This is an optimization exercise on Yosys and OpenROAD, whose aim is small area, not a production implementation. Only simulation tests tie the RTL to the original design; equivalence was not proved.

[flow/flow/run.sh]
#!/bin/bash
# Own layout flow: the standard flow (standard.sh) with one change. Synthesis
# maps the combinational logic with an area-oriented ABC script
# (flow/abc_area.script: choice computation, then ABC's area mapper amap) in
# place of ORFS's abc_area.script. The synthesis script itself, the registers,
# floorplan, placement, CTS and routing are the standard flow's.
set -euo pipefail
W=$(pwd)
rm -rf "$W/scripts_abc"
mkdir -p "$W/scripts_abc"
cp -r "$FLOW_HOME/scripts/." "$W/scripts_abc/"
cp "$W/flow/abc_area.script" "$W/scripts_abc/abc_area.script"
# the standard make command, for the synth target, with the copied scripts
sed -e 's|"${@:-finish}"|SCRIPTS_DIR='"$W"'/scripts_abc synth|' standard.sh > synth_abc.sh
grep -q "scripts_abc synth" synth_abc.sh
bash synth_abc.sh > synth.log 2>&1
# the rest of the standard flow, up to the final DEF
bash standard.sh > layout.log 2>&1
[flow/flow/abc_area.script]
strash
dch -f
amap
topo
stime -c
[flow/standard.sh]
#!/bin/bash
# synth_recipe.tcl (not shown) runs the flow's synth.tcl, then flattens the netlist and writes it again
# the make line also repeats each setting of config.mk as NAME=value (left out here)
make -C /OpenROAD-flow-scripts/flow DESIGN_CONFIG=/design/flow/config.mk WORK_HOME=/design/flow/orfs CLKGATE_MAP_FILE= SYNTH_SCRIPT=/design/flow/synth_recipe.tcl "${@:-finish}"
[flow/config.mk]
export PLATFORM = sky130hd
export DESIGN_NAME = macrow4
export DESIGN_NICKNAME = macrow4
export VERILOG_FILES = /design/flow/design.v
export SDC_FILE = /design/flow/constraint.sdc
export NUM_CORES = 4
export LEC_CHECK = 0
export ABC_AREA = 1
export CAP_MARGIN = 20
export CORE_MARGIN = 2
export CORE_UTILIZATION = 30
export CTS_CLUSTER_DIAMETER = 100
export CTS_CLUSTER_SIZE = 30
export SLEW_MARGIN = 20
export SYNTH_HIERARCHICAL = 1
[flow/constraint.sdc]
create_clock -name core_clock -period 18.0 [get_ports {clk}]
set_input_delay 3.6000 -clock core_clock [delete_from_list [all_inputs] [get_ports {clk}]]
set_output_delay 3.6000 -clock core_clock [all_outputs]
set_load 0.01 [all_outputs]
[flow/design.v]
`timescale 1ns/1ns
module mant_mul(
    input  [9:0]  a,         
    input  [12:0] x3,        
    input  [9:0]  b,         
    output [11:0] y
);
    wire [4:0] s1, s2, s3;
    genvar r;
    generate for (r = 0; r < 5; r = r + 1) begin : dig
        assign s1[r] =  b[2*r] & ~b[2*r+1];
        assign s2[r] = ~b[2*r] &  b[2*r+1];
        assign s3[r] =  b[2*r] &  b[2*r+1];
    end endgenerate
    wire n1, n2, n3, n4, n5, n6, n7, n8, n9, n10, n11, n12;
    wire n13, n14, n15, n16, n17, n18, n19, n20, n21, n22, n23, n24;
    wire n25, n26, n27, n28, n29, n30, n31, n32, n33, n34, n35, n36;
    wire n37, n38, n39, n40, n41, n42, n43, n44, n45, n46, n47, n48;
    wire n49, n50, n51, n52, n53, n54, n55, n56, n57, n58, n59, n60;
    wire n61, n62, n63, n64, n65, n66, n67, n68, n69, n70, n71, n72;
    wire n73, n74, n75, n76, n77, n78, n79, n80, n81, n82, n83, n84;
    wire n85, n86, n87, n88, n89, n90, n91, n92, n93, n94, n95, n96;
    wire n97, n98, n99, n100, n101, n102, n103, n104, n105, n106, n107, n108;
    wire n109, n110, n111, n112, n113, n114, n115, n116, n117, n118, n119, n120;
    wire n121, n122, n123, n124, n125, n126, n127, n128, n129, n130, n131, n132;
    wire n133, n134, n135, n136, n137, n138, n139, n140, n141, n142, n143, n144;
    wire n145, n146, n147, n148, n149, n150, n151, n153, n155, n157, n159, n161;
    wire n163, n165, n167, n168, n169, n170, n171, n172, n173, n174, n175, n176;
    wire n177, n178, n179, n180, n181, n182, n183, n184, n185, n186, n187, n188;
    wire n189, n190, n191;
    assign n1 = (s1[0] & a[0]) | (s3[0] & x3[0]);
    assign n2 = (s1[0] & a[1]) | (s2[0] & a[0]) | (s3[0] & x3[1]);
    assign n3 = (s1[0] & a[2]) | (s2[0] & a[1]) | (s3[0] & x3[2]);
    assign n4 = (s1[0] & a[3]) | (s2[0] & a[2]) | (s3[0] & x3[3]);
    assign n5 = (s1[0] & a[4]) | (s2[0] & a[3]) | (s3[0] & x3[4]);
    assign n6 = (s1[0] & a[5]) | (s2[0] & a[4]) | (s3[0] & x3[5]);
    assign n7 = (s1[0] & a[6]) | (s2[0] & a[5]) | (s3[0] & x3[6]);
    assign n8 = (s1[0] & a[7]) | (s2[0] & a[6]) | (s3[0] & x3[7]);
    assign n9 = (s1[0] & a[8]) | (s2[0] & a[7]) | (s3[0] & x3[8]);
    assign n10 = (s1[0] & a[9]) | (s2[0] & a[8]) | (s3[0] & x3[9]);
    assign n11 = s1[0] | (s2[0] & a[9]) | (s3[0] & x3[10]);
    assign n12 = s2[0] | (s3[0] & x3[11]);
    assign n13 = (s3[0] & x3[12]);
    assign n14 = (s1[1] & a[0]) | (s3[1] & x3[0]);
    assign n15 = (s1[1] & a[1]) | (s2[1] & a[0]) | (s3[1] & x3[1]);
    assign n16 = (s1[1] & a[2]) | (s2[1] & a[1]) | (s3[1] & x3[2]);
    assign n17 = (s1[1] & a[3]) | (s2[1] & a[2]) | (s3[1] & x3[3]);
    assign n18 = (s1[1] & a[4]) | (s2[1] & a[3]) | (s3[1] & x3[4]);
    assign n19 = (s1[1] & a[5]) | (s2[1] & a[4]) | (s3[1] & x3[5]);
    assign n20 = (s1[1] & a[6]) | (s2[1] & a[5]) | (s3[1] & x3[6]);
    assign n21 = (s1[1] & a[7]) | (s2[1] & a[6]) | (s3[1] & x3[7]);
    assign n22 = (s1[1] & a[8]) | (s2[1] & a[7]) | (s3[1] & x3[8]);
    assign n23 = (s1[1] & a[9]) | (s2[1] & a[8]) | (s3[1] & x3[9]);
    assign n24 = s1[1] | (s2[1] & a[9]) | (s3[1] & x3[10]);
    assign n25 = s2[1] | (s3[1] & x3[11]);
    assign n26 = (s3[1] & x3[12]);
    assign n27 = (s1[2] & a[0]) | (s3[2] & x3[0]);
    assign n28 = (s1[2] & a[1]) | (s2[2] & a[0]) | (s3[2] & x3[1]);
    assign n29 = (s1[2] & a[2]) | (s2[2] & a[1]) | (s3[2] & x3[2]);
    assign n30 = (s1[2] & a[3]) | (s2[2] & a[2]) | (s3[2] & x3[3]);
    assign n31 = (s1[2] & a[4]) | (s2[2] & a[3]) | (s3[2] & x3[4]);
    assign n32 = (s1[2] & a[5]) | (s2[2] & a[4]) | (s3[2] & x3[5]);
    assign n33 = (s1[2] & a[6]) | (s2[2] & a[5]) | (s3[2] & x3[6]);
    assign n34 = (s1[2] & a[7]) | (s2[2] & a[6]) | (s3[2] & x3[7]);
    assign n35 = (s1[2] & a[8]) | (s2[2] & a[7]) | (s3[2] & x3[8]);
    assign n36 = (s1[2] & a[9]) | (s2[2] & a[8]) | (s3[2] & x3[9]);
    assign n37 = s1[2] | (s2[2] & a[9]) | (s3[2] & x3[10]);
    assign n38 = s2[2] | (s3[2] & x3[11]);
    assign n39 = (s3[2] & x3[12]);
    assign n40 = (s1[3] & a[0]) | (s3[3] & x3[0]);
    assign n41 = (s1[3] & a[1]) | (s2[3] & a[0]) | (s3[3] & x3[1]);
    assign n42 = (s1[3] & a[2]) | (s2[3] & a[1]) | (s3[3] & x3[2]);
    assign n43 = (s1[3] & a[3]) | (s2[3] & a[2]) | (s3[3] & x3[3]);
    assign n44 = (s1[3] & a[4]) | (s2[3] & a[3]) | (s3[3] & x3[4]);
    assign n45 = (s1[3] & a[5]) | (s2[3] & a[4]) | (s3[3] & x3[5]);
    assign n46 = (s1[3] & a[6]) | (s2[3] & a[5]) | (s3[3] & x3[6]);
    assign n47 = (s1[3] & a[7]) | (s2[3] & a[6]) | (s3[3] & x3[7]);
    assign n48 = (s1[3] & a[8]) | (s2[3] & a[7]) | (s3[3] & x3[8]);
    assign n49 = (s1[3] & a[9]) | (s2[3] & a[8]) | (s3[3] & x3[9]);
    assign n50 = s1[3] | (s2[3] & a[9]) | (s3[3] & x3[10]);
    assign n51 = s2[3] | (s3[3] & x3[11]);
    assign n52 = (s3[3] & x3[12]);
    assign n53 = (s1[4] & a[0]) | (s3[4] & x3[0]);
    assign n54 = (s1[4] & a[1]) | (s2[4] & a[0]) | (s3[4] & x3[1]);
    assign n55 = (s1[4] & a[2]) | (s2[4] & a[1]) | (s3[4] & x3[2]);
    assign n56 = (s1[4] & a[3]) | (s2[4] & a[2]) | (s3[4] & x3[3]);
    assign n57 = (s1[4] & a[4]) | (s2[4] & a[3]) | (s3[4] & x3[4]);
    assign n58 = (s1[4] & a[5]) | (s2[4] & a[4]) | (s3[4] & x3[5]);
    assign n59 = (s1[4] & a[6]) | (s2[4] & a[5]) | (s3[4] & x3[6]);
    assign n60 = (s1[4] & a[7]) | (s2[4] & a[6]) | (s3[4] & x3[7]);
    assign n61 = (s1[4] & a[8]) | (s2[4] & a[7]) | (s3[4] & x3[8]);
    assign n62 = (s1[4] & a[9]) | (s2[4] & a[8]) | (s3[4] & x3[9]);
    assign n63 = s1[4] | (s2[4] & a[9]) | (s3[4] & x3[10]);
    assign n64 = s2[4] | (s3[4] & x3[11]);
    assign n65 = (s3[4] & x3[12]);
    assign n190 = ~n188;
    assign n191 = n189 ^ n188;
    ha_c u0(.a(n53), .b(n42), .s(n66), .co(n67));
    fa_c u1(.a(n54), .b(n43), .c(n32), .s(n68), .co(n69));
    fa_c u2(.a(a[0]), .b(n55), .c(n44), .s(n70), .co(n71));
    ha_c u3(.a(n33), .b(n22), .s(n72), .co(n73));
    fa_c u4(.a(a[1]), .b(n56), .c(n45), .s(n74), .co(n75));
    fa_c u5(.a(n34), .b(n23), .c(n12), .s(n76), .co(n77));
    fa_c u6(.a(a[2]), .b(n57), .c(n46), .s(n78), .co(n79));
    fa_c u7(.a(n35), .b(n24), .c(n13), .s(n80), .co(n81));
    fa_c u8(.a(a[3]), .b(n58), .c(n47), .s(n82), .co(n83));
    ha_c u9(.a(n36), .b(n25), .s(n84), .co(n85));
    fa_c u10(.a(a[4]), .b(n59), .c(n48), .s(n86), .co(n87));
    ha_c u11(.a(n37), .b(n26), .s(n88), .co(n89));
    fa_c u12(.a(a[5]), .b(n60), .c(n49), .s(n90), .co(n91));
    ha_c u13(.a(a[6]), .b(n61), .s(n92), .co(n93));
    ha_c u14(.a(n40), .b(n29), .s(n94), .co(n95));
    fa_c u15(.a(n41), .b(n30), .c(n19), .s(n96), .co(n97));
    fa_c u16(.a(n31), .b(n20), .c(n9), .s(n98), .co(n99));
    fa_c u17(.a(n67), .b(n21), .c(n10), .s(n100), .co(n101));
    fa_c u18(.a(n69), .b(n11), .c(n70), .s(n102), .co(n103));
    fa_c u19(.a(n73), .b(n71), .c(n74), .s(n104), .co(n105));
    fa_c u20(.a(n77), .b(n75), .c(n78), .s(n106), .co(n107));
    fa_c u21(.a(n81), .b(n79), .c(n82), .s(n108), .co(n109));
    fa_c u22(.a(n85), .b(n83), .c(n86), .s(n110), .co(n111));
    fa_c u23(.a(n89), .b(n87), .c(n38), .s(n112), .co(n113));
    fa_c u24(.a(n91), .b(n50), .c(n39), .s(n114), .co(n115));
    fa_c u25(.a(n93), .b(a[7]), .c(n62), .s(n116), .co(n117));
    ha_c u26(.a(a[8]), .b(n63), .s(n118), .co(n119));
    ha_c u27(.a(n27), .b(n16), .s(n120), .co(n121));
    fa_c u28(.a(n28), .b(n17), .c(n6), .s(n122), .co(n123));
    fa_c u29(.a(n18), .b(n7), .c(n94), .s(n124), .co(n125));
    fa_c u30(.a(n95), .b(n8), .c(n96), .s(n126), .co(n127));
    fa_c u31(.a(n97), .b(n66), .c(n98), .s(n128), .co(n129));
    fa_c u32(.a(n99), .b(n68), .c(n100), .s(n130), .co(n131));
    fa_c u33(.a(n101), .b(n72), .c(n102), .s(n132), .co(n133));
    fa_c u34(.a(n103), .b(n76), .c(n104), .s(n134), .co(n135));
    fa_c u35(.a(n105), .b(n80), .c(n106), .s(n136), .co(n137));
    fa_c u36(.a(n107), .b(n84), .c(n108), .s(n138), .co(n139));
    fa_c u37(.a(n109), .b(n88), .c(n110), .s(n140), .co(n141));
    fa_c u38(.a(n111), .b(n90), .c(n112), .s(n142), .co(n143));
    fa_c u39(.a(n113), .b(n92), .c(n114), .s(n144), .co(n145));
    fa_c u40(.a(n115), .b(n51), .c(n116), .s(n146), .co(n147));
    fa_c u41(.a(n117), .b(n52), .c(n118), .s(n148), .co(n149));
    fa_c u42(.a(n119), .b(a[9]), .c(n64), .s(n150), .co(n151));
    assign n153 = n3 & n14;
    maj_c u44(.a(n4), .b(n15), .c(n153), .co(n155));
    maj_c u45(.a(n120), .b(n5), .c(n155), .co(n157));
    maj_c u46(.a(n122), .b(n121), .c(n157), .co(n159));
    maj_c u47(.a(n124), .b(n123), .c(n159), .co(n161));
    maj_c u48(.a(n126), .b(n125), .c(n161), .co(n163));
    maj_c u49(.a(n128), .b(n127), .c(n163), .co(n165));
    maj_c u50(.a(n130), .b(n129), .c(n165), .co(n167));
    fa_c u51(.a(n132), .b(n131), .c(n167), .s(n168), .co(n169));
    fa_c u52(.a(n134), .b(n133), .c(n169), .s(n170), .co(n171));
    fa_c u53(.a(n136), .b(n135), .c(n171), .s(n172), .co(n173));
    fa_c u54(.a(n138), .b(n137), .c(n173), .s(n174), .co(n175));
    fa_c u55(.a(n140), .b(n139), .c(n175), .s(n176), .co(n177));
    fa_c u56(.a(n142), .b(n141), .c(n177), .s(n178), .co(n179));
    fa_c u57(.a(n144), .b(n143), .c(n179), .s(n180), .co(n181));
    fa_c u58(.a(n146), .b(n145), .c(n181), .s(n182), .co(n183));
    fa_c u59(.a(n148), .b(n147), .c(n183), .s(n184), .co(n185));
    fa_c u60(.a(n150), .b(n149), .c(n185), .s(n186), .co(n187));
    fa_c u61(.a(n65), .b(n151), .c(n187), .s(n188), .co(n189));
    assign y = {n191, n190, n186, n184, n182, n180, n178, n176, n174, n172, n170, n168};
endmodule
module fa_c(input a, input b, input c, output s, output co);
    assign s  = a ^ b ^ c;
    assign co = (a & b) | (a & c) | (b & c);
endmodule
module maj_c(input a, input b, input c, output co);
    assign co = (a & b) | (c & (a | b));
endmodule
module ha_c(input a, input b, output s, output co);
    assign s  = a ^ b;
    assign co = a & b;
endmodule
`timescale 1ns/1ns
module macrow4(
    input clk,
    input reset_n,
    input enX,
    input[3:0] enW,
    input [15:0] X_i,
    input [15:0] W_i,
    output valid_o,
    output [15:0] Y_o
);
    function [19:0] f_dec(input [15:0] x);
        reg [3:0] lz;
        reg [9:0] mn;
        reg       e0;
        integer i;
        begin
            e0 = (x[14:10] == 5'd0);
            lz = 4'd0;
            for (i = 0; i <= 9; i = i + 1)
                if (x[i]) lz = 4'd9 - i[3:0];
            mn = x[9:0] << (lz + 4'd1);
            f_dec = {x[15], e0 & ~|x[9:0], &x[14:10], e0 & |x[9:0],
                     e0 ? -{2'b00, lz} : {1'b0, x[14:10]},
                     e0 ? mn : x[9:0]};
        end
    endfunction
    function [15:0] f_post(input [9:0] xa, input [9:0] wb, input [11:0] p);
        reg       p1, s, d, zero, inf, pos, ovf, q16, big;
        reg [6:0] Ep, F;
        reg [3:0] sh;
        reg [11:0] pm;
        begin
            p1   = p[11];
            Ep   = {xa[5], xa[5:0]} + {wb[5], wb[5:0]};    
            F    = Ep + {6'd0, p1};                         
            s    = xa[9] ^ wb[9];
            d    = xa[6] ^ wb[6];
            zero = xa[8] | wb[8] | (xa[6] & wb[6]);
            inf  = xa[7] | wb[7];
            pos  = ~F[6] & |F[5:0];                         
            ovf  = ~F[6] & (F[5] | &F[4:0]);                
            q16  = (Ep == 7'd1) & ~p1 & d;
            big  = pos & ~q16;
            if (big)                      sh = {3'd0, p1};
            else if (q16)                 sh = 4'd0;
            else if (Ep == 7'd0)          sh = {3'd0, d};
            else if (Ep[6:2] < 5'b11101)  sh = 4'd12;       
            else                          sh = 4'd1 - Ep[3:0];
            pm   = p >> sh;
            f_post = {s, {5{inf | (~zero & ovf)}} | ((big & ~(inf | zero | ovf)) ? F[4:0] : 5'd0),
                      (inf | zero | ovf) ? 10'd0 : pm[9:0]};
        end
    endfunction
    function [15:0] f_add(input [15:0] a, input [15:0] b);
        reg        sa, sb, ia, ib, zab, sub, agb, sL, hL, hS, c, st, gt, vz, so, si;
        reg [4:0]  ea, eL, eS, df, eo;
        reg [14:0] L, S;
        reg [20:0] S21;
        reg [12:0] Lv, Sv, V, Vs;
        reg [3:0]  lz, n, k;
        reg [5:0]  dn;
        reg [9:0]  mo;
        reg        x, yy;
        integer i;
        begin
            sa = a[15]; sb = b[15];
            ea = a[14:10];
            ia = &a[14:10]; ib = &b[14:10];
            zab = ~|a[14:0] & ~|b[14:0];
            sub = sa ^ sb;
            agb = 1'b1;
            for (i = 0; i < 15; i = i + 1)
                agb = (a[i] & ~b[i]) | (agb & (a[i] | ~b[i]));
            L  = agb ? a[14:0] : b[14:0];
            S  = agb ? b[14:0] : a[14:0];
            sL = agb ? sa : sb;
            hL = |L[14:10]; hS = |S[14:10];
            eL = {L[14:11], L[10] | ~hL};       
            eS = {S[14:11], S[10] | ~hS};
            c = 1'b1;
            for (i = 0; i < 5; i = i + 1) begin
                df[i] = eL[i] ^ ~eS[i] ^ c;
                c = (eL[i] & ~eS[i]) | (c & (eL[i] | ~eS[i]));
            end
            S21 = {hS, S[9:0], 10'd0} >> df;
            st  = |S21[8:0];
            Lv = {1'b0, hL, L[9:0], 1'b0};
            Sv = {1'b0, S21[20:9]} ^ {13{sub}};
            c = sub & ~st;
            for (i = 0; i < 13; i = i + 1) begin
                V[i] = Lv[i] ^ Sv[i] ^ c;
                c = (Lv[i] & Sv[i]) | (c & (Lv[i] | Sv[i]));
            end
            lz = 4'd0;
            for (i = 0; i <= 10; i = i + 1)
                if (V[i]) lz = 4'd10 - i[3:0];
            n = lz + 4'd1;
            c = 1'b0;
            for (i = 0; i < 6; i = i + 1) begin
                x  = (i < 5) ? eL[i] : 1'b0;
                yy = ~((i < 4) ? n[i] : 1'b0);
                dn[i] = x ^ yy ^ c;
                c = (x & yy) | (c & (x | yy));
            end
            gt = ~dn[5];
            if (V[12])      begin eo = eL + 5'd1;      k = 4'd0;     end
            else if (V[11]) begin eo = eL;             k = 4'd1;     end
            else if (gt)    begin eo = dn[4:0] + 5'd1; k = n + 4'd1; end
            else            begin eo = 5'd0;           k = eL[3:0];  end
            Vs = V << k;
            mo = (&eo) ? 10'd0 : Vs[11:2];
            vz = ~|V;
            so = zab ? 1'b0 : (~sub ? sa : (vz ? (~|ea & sa) : sL));
            si = (ia & ib) ? (sa == sb ? sa : 1'b0) : (ia ? sa : sb);
            f_add = (ia | ib) ? {si, 5'b11111, 10'd0} : {so, eo, mo};
        end
    endfunction
    reg [5:0] r_en;
    always @(posedge clk, negedge reset_n) begin
        if (!reset_n)
            r_en <= 6'd0;
        else
            r_en <= {r_en[4:0], enX};
    end
    assign valid_o = r_en[2] & r_en[5];
    wire [19:0] wd = f_dec(W_i);
    reg  [3:0]  w_s, w_z;
    reg  [23:0] w_e;
    reg  [39:0] w_m;
    genvar k;
    generate for (k = 0; k < 4; k = k + 1) begin : tap
        always @(posedge clk, negedge reset_n) begin
            if (!reset_n) begin
                w_s[k] <= 1'b0;
                w_z[k] <= 1'b1;
            end else if (enW[k]) begin
                w_s[k] <= wd[19];
                w_z[k] <= wd[18];
            end
        end
        always @(posedge clk) begin
            if (enW[k]) begin
                w_e[6*k +: 6]   <= wd[15:10];
                w_m[10*k +: 10] <= wd[9:0];
            end
        end
    end endgenerate
    function [9:0] f_wa(input s, input z, input [5:0] e);
        f_wa = {s, z, ~z & (e == 6'd31), e[5] | (e == 6'd0), e};
    endfunction
    wire [19:0] xd = f_dec(X_i);
    reg         x_s, x_z;
    reg  [5:0]  x_e;
    reg  [9:0]  x_m;
    always @(posedge clk) begin
        x_s <= xd[19];
        x_z <= xd[18];
        x_e <= xd[15:10];
        x_m <= xd[9:0];
    end
    wire [5:0]  x_e15 = x_e - 6'd15;
    wire [9:0]  x_a = {x_s, x_z, x_e == 6'd31, x_e[5] | (x_e == 6'd0), x_e15};
    wire [12:0] x3  = {2'b01, x_m, 1'b0} + {3'b001, x_m};      
    wire [11:0] pm0, pm1, pm2, pm3;
    mant_mul mm0(.a(x_m), .x3(x3), .b(w_m[0 +: 10]),  .y(pm0));
    mant_mul mm1(.a(x_m), .x3(x3), .b(w_m[10 +: 10]), .y(pm1));
    mant_mul mm2(.a(x_m), .x3(x3), .b(w_m[20 +: 10]), .y(pm2));
    mant_mul mm3(.a(x_m), .x3(x3), .b(w_m[30 +: 10]), .y(pm3));
    reg [15:0] r_p0, r_p1, r_p2, r_p3;
    always @(posedge clk) begin
        r_p0 <= f_post(x_a, f_wa(w_s[0], w_z[0], w_e[0 +: 6]),  pm0);
        r_p1 <= f_post(x_a, f_wa(w_s[1], w_z[1], w_e[6 +: 6]),  pm1);
        r_p2 <= f_post(x_a, f_wa(w_s[2], w_z[2], w_e[12 +: 6]), pm2);
        r_p3 <= f_post(x_a, f_wa(w_s[3], w_z[3], w_e[18 +: 6]), pm3);
    end
    reg [15:0] s0, s1, s2, y;
    always @(posedge clk) begin
        s0 <= (r_p0[14:0] == 15'd0) ? 16'd0 : r_p0;
        s1 <= f_add(r_p1, s0);
        s2 <= f_add(r_p2, s1);
        y  <= f_add(r_p3, s2);
    end
    assign Y_o = y;
endmodule
==> results.tsv <==
metric	value	unit
synth_top_family_by_area	compound AO/OA/AOI/OAI gates	
grt_max_degree	48	
cts_buffers	15	
seq_area_frac_synth	19.55	%
insertion_delay	0.54	ns
crit_required	18.45	ns
period_needed	16.00	ns
cts_tree	done	
chipWidth	301.8	um
drt_iter0_markers	3312	
ctsResizeCount	0	
grt_pass1_wl	130500	um
max-slew-margin-rel	24.54	%
fin_nets	3891	
cp-start-kind	register	
avgSynthCellArea	7.771	um2
synthXorXnorAreaFrac	0.03292	%
pin_count	56	
cts_setup_buffers	0	
firstDrtPassIters	14	
end_kind	register	
routabilityCongestion	0.9456	
core	0.08810	mm2
finalHoldViolCount	0	
synth_edf_count	64	
dp_hpwl	62940	um
slowest_delay	0.68	ns
start_util	30.19	%
crit_path_top_delay_cell	o21ai_0	
numPortBuffers	55	
rows	109	
synth_cell_types	60	
period_share	88.88	%
yosys.area_share.simple	16.35	%
n_antenna_cell	0	
wl_per_cell	17.55	um
synthAdderAreaFrac	24.39	%
drive_above_1_share	2.499	%
root_buffer	clkbuf_16	
setup_viol	0	
cp.arrival	16.45	ns
area_growth	9.473	%
tns	0	ns
synth.area.mux_share	0	%
ant_nets	0	
setup_ws	2.001	ns
ys.flop_type	dfxtp_1	
path_class	register to register	
vias	25900	
cts_hold_buf	0	
synthesis.area	0.02660	mm2
synth-seq-cells	224	
status	finished clean	
synthCells	3423	
vias_per_cell	5.575	
skew	0.03890	ns
rsz0062_at_grt	false	
synth_fp_nets	3842	
synthArstFlopShare	6.250	%
max_slew.worst_pin.slew	1.128	ns
preCtsSetupSlack	1.959	ns
yosysWarnings	7	
die_h	301.8	um
timing.fmax	62.50	MHz
worst_hold_path_type	register to register	
drc_errors	0	
h-tree-depth	1	
track_usage	17.42	%
antenna_found_initial	0	
clk_path_buf_depth	3	
clock-sinks	224	
grt_pass1_vias	24073	
drv_slew	0	
overflow	0	
cp_max_fo	32	
cts.clk_slew.worst_paths	0.11	ns
max_cap_viol_count	0	
wl	81520	um
synth_compound_area_share	29.80	%
die-area	0.09107	mm2
==> routing by layer <==
layer  share of wire [%]  vias to the layer above  track usage [%]  wire [um]
li1                    -                    12671                -          -
met1                  47                    12032            25.25      38050
met2                  44                     1068            27.69      35680
met3                 7.0                      129            1.738       5742
met4                 2.5                        0            4.444       2047
met5                   0                        -                0          0
==> flip-flops by register name, indices dropped and copies added, names as in the netlist, 4 cells and up <==
| register | count |
|---|---|
| s1 | 16 |
| x_e | 6 |
| r_p2 | 16 |
| w_e | 24 |
| s2 | 16 |
| r_p3 | 16 |
| w_s | 4 |
| r_en | 6 |
| r_p0 | 16 |
| s0 | 16 |
| w_z | 4 |
| y | 16 |
| x_m | 10 |
| r_p1 | 16 |
| w_m | 40 |
==> worst paths after layout <==
path / to / startpoint / depth (start not counted) / slack [ns]
min: r_en[2]$_DFF_PN0_ / r_en[1]$_DFF_PN0_ / 0 / 0.35
min reg2reg: r_en[2]$_DFF_PN0_ / r_en[1]$_DFF_PN0_ / 0 / 0.35
min in group asynchronous: w_s[0]$_DFFE_PN0P_ / reset_n / 1 / 3.52
max reg2reg: y[6]$_SDFF_PP0_ / s2[1]$_SDFF_PP0_ / 73 / 2.00
max in group asynchronous: r_en[5]$_DFF_PN0_ / reset_n / 1 / 13.96
max: y[6]$_SDFF_PP0_ / s2[1]$_SDFF_PP0_ / 73 / 2.00
==> kinds of logic after synthesis <==
group | count (synthesis)
simple gates | 1021
buf+inv | 652
fa+ha+maj | 380
flops | 224
compound gates | 1145
xor+xnor | 1
==> Yosys cell counts (23+ instances only) <==
| library cell | n | area, um2 |
|---|---|---|
| nor2_1 | 454 | 1704 |
| nand3_1 | 42 | 210.2 |
| a31oi_1 | 38 | 237.7 |
| clkinv_1 | 589 | 2211 |
| ha_1 | 149 | 1864 |
| o22ai_1 | 216 | 1351 |
| a211oi_1 | 28 | 210.2 |
| o221ai_1 | 31 | 271.5 |
| buf_4 | 48 | 360.4 |
| or2_0 | 34 | 212.7 |
| nor3_1 | 91 | 455.4 |
| o22a_1 | 89 | 779.5 |
| a21oi_1 | 191 | 955.9 |
| o21ai_0 | 238 | 1191 |
| edfxtp_1 | 64 | 1922 |
| a22oi_1 | 28 | 210.2 |
| nor4_1 | 23 | 143.9 |
| dfxtp_1 | 146 | 2923 |
| a222oi_1 | 156 | 1562 |
| nand2_1 | 309 | 1160 |
| fa_1 | 231 | 4624 |
==> cell type report <==
| type | instances | area [um2] |
|---|---|---|
| multi-input combinational | 2547 | 18830 |
| sequential | 224 | 5209 |
| clock buffer | 15 | 375.4 |
| fill | 9355 | 58980 |
| inverter | 589 | 2211 |
| timing repair buffer | 95 | 850.8 |
| clock inverter | 11 | 187.7 |
| tap | 1165 | 1458 |
==> worst max-delay path, delay by kind of cell, from the launching register on <==
family	cells	cell delay, ns
AO/OA/AOI/OAI	24	4.98
adder cells (fa/ha/maj)	17	5.11
buffers and inverters	13	2.94
flip-flops	1	0.42
AND/OR/NAND/NOR	19	2.46
==> cells in the final DEF, fill, tap and decap left out, types with 11 or more instances in the layout <==
cell               n
a21oi_1          185
ha_1             149
edfxtp_1          64
a22oi_1           28
nor2_1           453
nand2_1          309
a221oi_1          17
o221ai_1          31
fa_1             231
dfxtp_1          139
o21a_1            11
o22ai_1          216
o32ai_1           19
clkdlybuf4s50_1   55
o21ai_0          236
o221a_1           12
a211oi_1          27
clkinv_1         589
a222oi_1         156
or4_1             13
nor3_1            90
o22a_1            89
clkbuf_16         15
nand4_1           19
nor4_1            23
nand3_1           42
buf_4             39
a31oi_1           37
or2_0             34
==> modules after synthesis, one instance, submodules excluded <==
module    flip-flops and latches  times used  area (um2)  cells inside
fa_c                           0         184       20.02             1
maj_c                          0          28       12.51             3
mant_mul                       0           4       988.4           170
macrow4                      224           1       18210          2443
ha_c                           0          32       12.51             1
==> per-stage QoR <==
stage	instances	cell area (um2)	hold slack, ns	util [%]
2_1_floorplan	3423	26600	0.3312	-
3_3_place_gp	4619	28540	0.3325	32.39
3_5_place_dp	4619	28540	0.3365	32.39
4_1_cts	4645	29100	0.3575	33.03
5_1_grt	4646	29120	0.3652	33.05
6_report	4646	29120	0.3543	33.05

[port drivers added, routing unchanged]
In the flow no input, the clock included, has a driving cell. The finished layout below was timed again as built, in two steps.
Step 1 (the two cells are an assumption about what drives the block):
set clk [get_ports {clk}]
set_driving_cell -lib_cell sky130_fd_sc_hd__clkbuf_16 $clk
set_driving_cell -lib_cell sky130_fd_sc_hd__buf_2 [delete_from_list [all_inputs] $clk]
Step 2, shift: input delay + t, output delay - t, t = (earliest + latest rising clock arrival at the registers) / 2. This alone moves slack from input paths to output paths.
a / b / c = ideal ports / drivers / drivers and shift; a / b = the first two.
t, ns: 0.582
setup slack, ns: 2.001 / 2.001 / 2.001
worst slew at a driven data input, ns: 0.12
After both steps setup and hold are still met in this run. For this run, drivers alone change the setup slack by 0.000 ns; drivers and shift together by 0.000 ns.
